What follows belongs to an exercise in optimizing a design on an open flow for small area and a short achievable clock period; a production flow would make more cautious choices. At most, simulation tests tie the RTL to the original design; equivalence was not proved. Power and IR drop assume default switching activity.

==> job 7424: inputs <==
## mac
module mac(A, B, C, D, clk, reset, Acc);
  input [7:0] A, B, C, D;
  input clk, reset;
  output [31:0] Acc;
  reg [31:0] R;
  reg [1:0] V;
  reg [9:0] W;
  wire p_A0B0 = ~(A[0] & B[0]);
  wire p_A0B1 = ~(A[0] & B[1]);
  wire p_A0B2 = ~(A[0] & B[2]);
  wire p_A0B3 = ~(A[0] & B[3]);
  wire p_A0B4 = ~(A[0] & B[4]);
  wire p_A0B5 = ~(A[0] & B[5]);
  wire p_A0B6 = ~(A[0] & B[6]);
  wire p_A0B7 = ~(A[0] & B[7]);
  wire p_A1B0 = ~(A[1] & B[0]);
  wire p_A1B1 = ~(A[1] & B[1]);
  wire p_A1B2 = ~(A[1] & B[2]);
  wire p_A1B3 = ~(A[1] & B[3]);
  wire p_A1B4 = ~(A[1] & B[4]);
  wire p_A1B5 = ~(A[1] & B[5]);
  wire p_A1B6 = ~(A[1] & B[6]);
  wire p_A1B7 = ~(A[1] & B[7]);
  wire p_A2B0 = ~(A[2] & B[0]);
  wire p_A2B1 = ~(A[2] & B[1]);
  wire p_A2B2 = ~(A[2] & B[2]);
  wire p_A2B3 = ~(A[2] & B[3]);
  wire p_A2B4 = ~(A[2] & B[4]);
  wire p_A2B5 = ~(A[2] & B[5]);
  wire p_A2B6 = ~(A[2] & B[6]);
  wire p_A2B7 = ~(A[2] & B[7]);
  wire p_A3B0 = ~(A[3] & B[0]);
  wire p_A3B1 = ~(A[3] & B[1]);
  wire p_A3B2 = ~(A[3] & B[2]);
  wire p_A3B3 = ~(A[3] & B[3]);
  wire p_A3B4 = ~(A[3] & B[4]);
  wire p_A3B5 = ~(A[3] & B[5]);
  wire p_A3B6 = ~(A[3] & B[6]);
  wire p_A3B7 = ~(A[3] & B[7]);
  wire p_A4B0 = ~(A[4] & B[0]);
  wire p_A4B1 = ~(A[4] & B[1]);
  wire p_A4B2 = ~(A[4] & B[2]);
  wire p_A4B3 = ~(A[4] & B[3]);
  wire p_A4B4 = ~(A[4] & B[4]);
  wire p_A4B5 = ~(A[4] & B[5]);
  wire p_A4B6 = ~(A[4] & B[6]);
  wire p_A4B7 = ~(A[4] & B[7]);
  wire p_A5B0 = ~(A[5] & B[0]);
  wire p_A5B1 = ~(A[5] & B[1]);
  wire p_A5B2 = ~(A[5] & B[2]);
  wire p_A5B3 = ~(A[5] & B[3]);
  wire p_A5B4 = ~(A[5] & B[4]);
  wire p_A5B5 = ~(A[5] & B[5]);
  wire p_A5B6 = ~(A[5] & B[6]);
  wire p_A5B7 = ~(A[5] & B[7]);
  wire p_A6B0 = ~(A[6] & B[0]);
  wire p_A6B1 = ~(A[6] & B[1]);
  wire p_A6B2 = ~(A[6] & B[2]);
  wire p_A6B3 = ~(A[6] & B[3]);
  wire p_A6B4 = ~(A[6] & B[4]);
  wire p_A6B5 = ~(A[6] & B[5]);
  wire p_A6B6 = ~(A[6] & B[6]);
  wire p_A6B7 = ~(A[6] & B[7]);
  wire p_A7B0 = ~(A[7] & B[0]);
  wire p_A7B1 = ~(A[7] & B[1]);
  wire p_A7B2 = ~(A[7] & B[2]);
  wire p_A7B3 = ~(A[7] & B[3]);
  ...
export LEC_CHECK = 0
export CAP_MARGIN = 20
export CORE_MARGIN = 2
export CORE_UTILIZATION = 60
export SETUP_SLACK_MARGIN = 1.5
export SLEW_MARGIN = 20
export SYNTH_HIERARCHICAL = 1
create_clock -name core_clock -period 6.5 [get_ports {clk}]
standard.sh (not shown) runs the stock make flow with config.mk's settings and CLKGATE_MAP_FILE= SYNTH_SCRIPT=/design/flow/synth_recipe.tcl, a recipe that flattens the netlist after the stock synthesis.
==> flow/flow/run.sh <==
#!/bin/bash
# Standard ORFS flow (the standard.sh), with the port buffers made of
# sky130_fd_sc_hd__buf_2 instead of buffer_ports' default cell.
set -o pipefail
export BUFFER_PORTS_ARGS="-buffer_cell sky130_fd_sc_hd__buf_2"
bash standard.sh finish 2>&1 | tee standard_flow.log
==> job 6777: changes against job 7424 <==
--- a/flow/design.v
+++ b/flow/design.v
@@ -13,15 +13,15 @@
 endmodule
 module mac(A, B, C, D, clk, reset, Acc);
   input [7:0] A, B, C, D;
   input clk, reset;
   output [31:0] Acc;
   reg [31:0] R;
   reg [1:0] V;
-  reg [9:0] W;
+  reg [8:0] W;
   wire p_A0B0 = ~(A[0] & B[0]);
   wire p_A0B1 = ~(A[0] & B[1]);
   wire p_A0B2 = ~(A[0] & B[2]);
   wire p_A0B3 = ~(A[0] & B[3]);
   wire p_A0B4 = ~(A[0] & B[4]);
   wire p_A0B5 = ~(A[0] & B[5]);
   wire p_A0B6 = ~(A[0] & B[6]);
@@ -294,14 +294,15 @@
   wire s145, c145;
   wire s146, c146;
   wire s147, c147;
   wire s148, c148;
   wire s149, c149;
   wire s150, c150;
   wire s151, c151;
+  wire s152, c152;
   mac_xor u_s0 (R[0], p_A0B0, s0);
   assign c0 = R[0] & (A[0] & B[0]);
   mac_fa u_s1 (R[1], p_A0B1, p_A1B0, s1, c1);
   mac_fa u_s2 (p_C0D1, p_C1D0, ~c0, s2, c2);
   mac_fa u_s3 (R[2], p_A0B2, p_A1B1, s3, c3);
   mac_fa u_s4 (p_A2B0, p_C0D2, p_C1D1, s4, c4);
   mac_fa u_s5 (p_C2D0, c1, s3, s5, c5);
@@ -337,17 +338,18 @@
   mac_fa u_s31 (V[0], ~R[6], p_A0B6, s31, c31);
   mac_fa u_s32 (p_A1B5, p_A2B4, p_A3B3, s32, c32);
   mac_fa u_s33 (p_A4B2, p_A5B1, p_A6B0, s33, c33);
   mac_fa u_s34 (p_C0D6, p_C1D5, p_C2D4, s34, c34);
   mac_fa u_s35 (p_C3D3, p_C4D2, p_C5D1, s35, c35);
   mac_fa u_s36 (p_C6D0, c21, c22, s36, c36);
   mac_fa u_s37 (c23, c24, s31, s37, c37);
-  mac_fa u_s38 (s32, s33, s34, s38, c38);
+  mac_x3 u_s38 (s32, s33, s34, s38);
+  mac_mj u_c38 (s32, s33, s34, c38);
   mac_fa u_s39 (s35, c25, s36, s39, c39);
-  mac_fa u_s40 (c26, s37, s38, s40, c40);
+  mac_fa u_s40 (c26, s38, s37, s40, c40);
   mac_fa u_s41 (c27, s39, c28, s41, c41);
   mac_fa u_s42 (s40, ~c30, c29, s42, c42);
   mac_xor u_s43 (s41, s42, s43);
   assign c43 = ~s41 & ~s42;
   mac_fa u_s44 (R[7], W[0], (A[0] & B[7]), s44, c44);
   mac_fa u_s45 (p_A1B6, p_A2B5, p_A3B4, s45, c45);
   mac_fa u_s46 (p_A4B3, p_A5B2, p_A6B1, s46, c46);
@@ -355,16 +357,16 @@
   mac_fa u_s48 (p_C2D5, p_C3D4, p_C4D3, s48, c48);
   mac_fa u_s49 (p_C5D2, p_C6D1, p_C7D0, s49, c49);
   mac_fa u_s50 (c31, c32, c33, s50, c50);
   mac_fa u_s51 (c34, c35, ~s44, s51, c51);
   mac_fa u_s52 (s45, s46, s47, s52, c52);
   mac_x3 u_s53 (s48, s49, c36, s53);
   mac_mj u_c53 (s48, s49, c36, c53);
-  mac_x3 u_s54 (c37, s50, c38, s54);
-  mac_mj u_c54 (c37, s50, c38, c54);
+  mac_x3 u_s54 (c38, c37, s50, s54);
+  mac_mj u_c54 (c38, c37, s50, c54);
   mac_fa u_s55 (s51, s52, s53, s55, c55);
   mac_fa u_s56 (s54, c39, c40, s56, c56);
   mac_fa u_s57 (s55, c41, s56, s57, c57);
   mac_xor u_s58 (c42, s57, s58);
   assign c58 = ~c42 & ~s57;
   mac_fa u_s59 (R[8], W[1], p_A1B7, s59, c59);
   mac_fa u_s60 (p_A2B6, p_A3B5, p_A4B4, s60, c60);
@@ -391,39 +393,41 @@
   mac_fa u_s80 (c63, s75, ~s74, s80, c80);
   mac_fa u_s81 (s76, s77, s78, s81, c81);
   mac_fa u_s82 (c64, c65, c66, s82, c82);
   mac_fa u_s83 (c67, s79, s80, s83, c83);
   mac_fa u_s84 (s81, c68, s82, s84, c84);
   mac_x3 u_s85 (c69, s83, c70, s85);
   mac_mj u_c85 (c69, s83, c70, c85);
-  mac_fa u_s86 (s84, c71, s85, s86, c86);
+  mac_x3 u_s86 (s84, s85, c71, s86);
+  mac_mj u_c86 (s84, s85, c71, c86);
   mac_xor u_s87 (c72, s86, s87);
   assign c87 = ~c72 & ~s86;
   mac_fa u_s88 (W[3], ~R[10], p_A3B7, s88, c88);
   mac_fa u_s89 (p_A4B6, p_A5B5, p_A6B4, s89, c89);
   mac_fa u_s90 (p_A7B3, p_C3D7, p_C4D6, s90, c90);
   mac_fa u_s91 (p_C5D5, p_C6D4, p_C7D3, s91, c91);
-  mac_fa u_s92 (c75, c76, c77, s92, c92);
+  mac_x3 u_s92 (c75, c76, c77, s92);
+  mac_mj u_c92 (c75, c76, c77, c92);
   mac_fa u_s93 (s88, s89, ~c74, s93, c93);
   mac_fa u_s94 (s90, s91, c78, s94, c94);
-  mac_x3 u_s95 (c79, s92, c80, s95);
-  mac_mj u_c95 (c79, s92, c80, c95);
+  mac_x3 u_s95 (s92, c79, c80, s95);
+  mac_mj u_c95 (s92, c79, c80, c95);
   mac_fa u_s96 (s93, c81, s94, s96, c96);
   mac_fa u_s97 (s95, c82, c83, s97, c97);
   mac_fa u_s98 (s96, c84, s97, s98, c98);
-  mac_x3 u_s99 (c85, s98, c86, s99);
-  mac_mj u_c99 (c85, s98, c86, c99);
+  mac_x3 u_s99 (c85, c86, s98, s99);
+  mac_mj u_c99 (c85, c86, s98, c99);
   mac_fa u_s100 (R[11], W[4], p_A4B7, s100, c100);
   mac_fa u_s101 (p_A5B6, p_A6B5, p_A7B4, s101, c101);
   mac_fa u_s102 (p_C4D7, p_C5D6, p_C6D5, s102, c102);
   mac_fa u_s103 (p_C7D4, c88, c89, s103, c103);
   mac_fa u_s104 (c90, c91, s100, s104, c104);
   mac_fa u_s105 (s101, s102, c92, s105, c105);
   mac_fa u_s106 (s103, c93, s104, s106, c106);
-  mac_fa u_s107 (c94, c95, s105, s107, c107);
+  mac_fa u_s107 (s105, c94, c95, s107, c107);
   mac_fa u_s108 (s106, c96, s107, s108, c108);
   mac_x3 u_s109 (c97, s108, c98, s109);
   mac_mj u_c109 (c97, s108, c98, c109);
   mac_fa u_s110 (R[12], W[5], p_A5B7, s110, c110);
   mac_fa u_s111 (p_A6B6, p_A7B5, p_C5D7, s111, c111);
   mac_fa u_s112 (p_C6D6, p_C7D5, c100, s112, c112);
   mac_fa u_s113 (c101, c102, s110, s113, c113);
@@ -439,54 +443,56 @@
   mac_fa u_s123 (c115, s122, c116, s123, c123);
   mac_fa u_s124 (R[14], W[7], p_A7B7, s124, c124);
   mac_fa u_s125 (p_C7D7, c118, c119, s125, c125);
   mac_fa u_s126 (s124, c120, s125, s126, c126);
   mac_fa u_s127 (c121, s126, c122, s127, c127);
   mac_fa u_s128 (R[15], W[8], c124, s128, c128);
   mac_fa u_s129 (c125, s128, c126, s129, c129);
-  mac_fa u_s130 (R[16], W[9], c128, s130, c130);
+  mac_xor u_s130 (R[16], c128, s130);
+  assign c130 = R[16] & ~c128;
   mac_xor u_s131 (p_C0D0, s0, s131);
   assign c131 = (C[0] & D[0]) & ~s0;
   mac_fa u_s132 (~c131, s1, s2, s132, c132);
   mac_fa u_s133 (~s6, s5, c132, s133, c133);
   mac_fa u_s134 (~s12, s11, c133, s134, c134);
   mac_fa u_s135 (~s20, s19, c134, s135, c135);
   mac_x3 u_s136 (s30, s29, c135, s136);
   mac_mj u_c136 (s30, s29, c135, c136);
-  mac_xor u_s137 (R[17], c130, s137);
-  assign c137 = R[17] & ~c130;
-  mac_xor u_s138 (R[18], c137, s138);
-  assign c138 = R[18] & c137;
-  mac_xor u_s139 (R[19], c138, s139);
-  assign c139 = R[19] & c138;
-  mac_xor u_s140 (R[20], c139, s140);
-  assign c140 = R[20] & c139;
-  mac_xor u_s141 (R[21], V[1], s141);
-  assign c141 = R[21] & V[1];
-  mac_xor u_s142 (R[22], c141, s142);
-  assign c142 = R[22] & c141;
-  mac_xor u_s143 (R[23], c142, s143);
-  assign c143 = R[23] & c142;
-  mac_xor u_s144 (R[24], c143, s144);
-  assign c144 = R[24] & c143;
-  mac_xor u_s145 (R[25], c144, s145);
-  assign c145 = R[25] & c144;
-  mac_xor u_s146 (R[26], c145, s146);
-  assign c146 = R[26] & c145;
-  mac_xor u_s147 (R[27], c146, s147);
-  assign c147 = R[27] & c146;
-  mac_xor u_s148 (R[28], c147, s148);
-  assign c148 = R[28] & c147;
-  mac_xor u_s149 (R[29], c148, s149);
-  assign c149 = R[29] & c148;
-  mac_xor u_s150 (R[30], c149, s150);
-  assign c150 = R[30] & c149;
-  mac_xor u_s151 (R[31], c150, s151);
-  assign c151 = R[31] & c150;
-  wire [31:0] z = {1'b0, 1'b0, 1'b0, 1'b0, 1'b0, 1'b0, 1'b0, 1'b0, 1'b0, 1'b0, V[1], 1'b0, 1'b0, 1'b0, 1'b0, ~W[9], ~W[8], ~W[7], ~W[6], ~W[5], ~W[4], ~W[3], W[2], ~W[1], W[0], ~V[0], 1'b0, 1'b0, 1'b0, 1'b0, 1'b0, 1'b0};
+  mac_xor u_s137 (s130, c129, s137);
+  assign c137 = ~s130 & ~c129;
+  mac_fa u_s138 (R[17], c130, c137, s138, c138);
+  mac_xor u_s139 (R[18], c138, s139);
+  assign c139 = R[18] & c138;
+  mac_xor u_s140 (R[19], c139, s140);
+  assign c140 = R[19] & c139;
+  mac_xor u_s141 (R[20], V[1], s141);
+  assign c141 = R[20] & V[1];
+  mac_xor u_s142 (R[21], c141, s142);
+  assign c142 = R[21] & c141;
+  mac_xor u_s143 (R[22], c142, s143);
+  assign c143 = R[22] & c142;
+  mac_xor u_s144 (R[23], c143, s144);
+  assign c144 = R[23] & c143;
+  mac_xor u_s145 (R[24], c144, s145);
+  assign c145 = R[24] & c144;
+  mac_xor u_s146 (R[25], c145, s146);
+  assign c146 = R[25] & c145;
+  mac_xor u_s147 (R[26], c146, s147);
+  assign c147 = R[26] & c146;
+  mac_xor u_s148 (R[27], c147, s148);
+  assign c148 = R[27] & c147;
+  mac_xor u_s149 (R[28], c148, s149);
+  assign c149 = R[28] & c148;
+  mac_xor u_s150 (R[29], c149, s150);
+  assign c150 = R[29] & c149;
+  mac_xor u_s151 (R[30], c150, s151);
+  assign c151 = R[30] & c150;
+  mac_xor u_s152 (R[31], c151, s152);
+  assign c152 = R[31] & c151;
+  wire [31:0] z = {1'b0, 1'b0, 1'b0, 1'b0, 1'b0, 1'b0, 1'b0, 1'b0, 1'b0, 1'b0, 1'b0, V[1], 1'b0, 1'b0, 1'b0, 1'b0, ~W[8], ~W[7], ~W[6], ~W[5], ~W[4], ~W[3], W[2], ~W[1], W[0], ~V[0], 1'b0, 1'b0, 1'b0, 1'b0, 1'b0, 1'b0};
   wire [31:0] h, g, t;
   assign h[0] = R[0];
   assign g[0] = 1'b0;
   assign t[0] = R[0];
   assign h[1] = ~R[1];
   assign g[1] = 1'b0;
   assign t[1] = ~R[1];
@@ -548,36 +554,34 @@
   assign g[14] = ~R[14] & ~W[7];
   assign t[14] = ~R[14] | ~W[7];
   wire h15r;
   mac_xor u_h15 (R[15], W[8], h15r);
   assign h[15] = h15r;
   assign g[15] = ~R[15] & ~W[8];
   assign t[15] = ~R[15] | ~W[8];
-  wire h16r;
-  mac_xor u_h16 (R[16], W[9], h16r);
-  assign h[16] = h16r;
-  assign g[16] = ~R[16] & ~W[9];
-  assign t[16] = ~R[16] | ~W[9];
+  assign h[16] = R[16];
+  assign g[16] = 1'b0;
+  assign t[16] = R[16];
   assign h[17] = R[17];
   assign g[17] = 1'b0;
   assign t[17] = R[17];
   assign h[18] = R[18];
   assign g[18] = 1'b0;
   assign t[18] = R[18];
   assign h[19] = R[19];
   assign g[19] = 1'b0;
   assign t[19] = R[19];
-  assign h[20] = R[20];
-  assign g[20] = 1'b0;
-  assign t[20] = R[20];
-  wire h21r;
-  mac_xor u_h21 (R[21], V[1], h21r);
-  assign h[21] = h21r;
-  assign g[21] = R[21] & V[1];
-  assign t[21] = R[21] | V[1];
+  wire h20r;
+  mac_xor u_h20 (R[20], V[1], h20r);
+  assign h[20] = h20r;
+  assign g[20] = R[20] & V[1];
+  assign t[20] = R[20] | V[1];
+  assign h[21] = R[21];
+  assign g[21] = 1'b0;
+  assign t[21] = R[21];
   assign h[22] = R[22];
   assign g[22] = 1'b0;
   assign t[22] = R[22];
   assign h[23] = R[23];
   assign g[23] = 1'b0;
   assign t[23] = R[23];
   assign h[24] = R[24];
@@ -718,16 +722,16 @@
   wire T56 = t[28] & T35;
   wire G57 = g[30] | (t[30] & G42);
   wire T57 = t[30] & T42;
   wire [31:0] cin = {G57, G42, G56, G35, G55, G41, G54, G32, G53, G40, G52, G34, G51, G39, G50, G29, G49, G38, G48, G33, G47, G37, G46, G25, G45, G36, G44, G17, G43, G1, g[0], 1'b0};
   assign Acc = h ^ cin;
   always @(posedge clk, negedge reset)
     if (reset == 0) begin
-      R <= 32'h0001f93e;
+      R <= 32'h0000f93e;
       V <= 2'h1;
-      W <= 10'h3fa;
+      W <= 9'h1fa;
     end else begin
-      R <= {s151, s150, s149, s148, s147, s146, s145, s144, s143, s142, s141, s140, s139, s138, ~s137, s130, s129, s127, s123, s117, s109, c87, c73, s72, c43, s43, s136, s135, s134, s133, s132, s131};
+      R <= {s152, s151, s150, s149, s148, s147, s146, s145, s144, s143, s142, s141, s140, s139, s138, s137, s129, s127, s123, s117, s109, c87, c73, s72, c43, s43, s136, s135, s134, s133, s132, s131};
       V <= {c140, c136};
-      W <= {c129, c127, c123, c117, c109, c99, s99, s87, s73, s58};
+      W <= {c127, c123, c117, c109, c99, s99, s87, s73, s58};
     end
 endmodule
==> flow/flow/run.sh (replaced) <==
#!/bin/bash
# Standard ORFS flow (the standard.sh) with other port buffer cells:
# sky130_fd_sc_hd__buf_2 on the inputs (instead of buffer_ports' default
# cell), sky130_fd_sc_hd__buf_1 on the outputs (added right after global
# placement by flow/post_gpl.tcl).
set -o pipefail
export BUFFER_PORTS_ARGS="-inputs -buffer_cell sky130_fd_sc_hd__buf_2"
export POST_GLOBAL_PLACE_TCL="$PWD/flow/post_gpl.tcl"
bash standard.sh finish 2>&1 | tee standard_flow.log
==> flow/flow/post_gpl.tcl (new file) <==
# Buffer every output port with a sky130_fd_sc_hd__buf_1.
buffer_ports -outputs -buffer_cell sky130_fd_sc_hd__buf_1
==> summary.txt <==
- Worst setup slack: job 6777 is better than job 7424 (0.089 ns).
- Against job 6777, the sequential power of job 7424 is larger by about 3.7%.
- Fmax: job 6777 is larger than job 7424 (about 2%).
- Global-route usage: job 7424 is lower than job 6777 (0.51 points).
- In wire length, job 6777 and job 7424 hardly differ.
- Register-to-register slack: job 6777 is better than job 7424 (0.08 ns).
- Against job 7424, the critical path depth of job 6777 is higher by 1.
For job 7424, only the layout was checked, not whether the RTL still works.

-- static timing again, ports no longer ideal --
How much do the figures lean on ideal ports? The routed layouts below were timed once more, with nothing changed but the port constraints.
Step 1 (the two cells are an assumption about what drives the block):
set clk [get_ports {clk}]
set_driving_cell -lib_cell sky130_fd_sc_hd__clkbuf_16 $clk
set_driving_cell -lib_cell sky130_fd_sc_hd__buf_2 [delete_from_list [all_inputs] $clk]
Step 2 times the ports against the registers' clock, not the clock port: input delays grow and output delays shrink by t, the midpoint of the rising clock arrivals with the driver on.
Three values: ideal, step 1, step 2; two values: the first two.
| run | t, ns | setup slack, ns | cell pins on the clock port's net |
|---|---|---|---|
| job 7424 | 0.329 | 2.169 / 2.174 / 1.845 | 1 |
| job 6777 | 0.326 | 2.258 / 2.225 / 1.959 | 1 |
After both steps every run listed still meets setup and hold. For job 7424, which loses most, drivers alone change the setup slack by +0.005 ns; drivers and shift together by -0.324 ns.
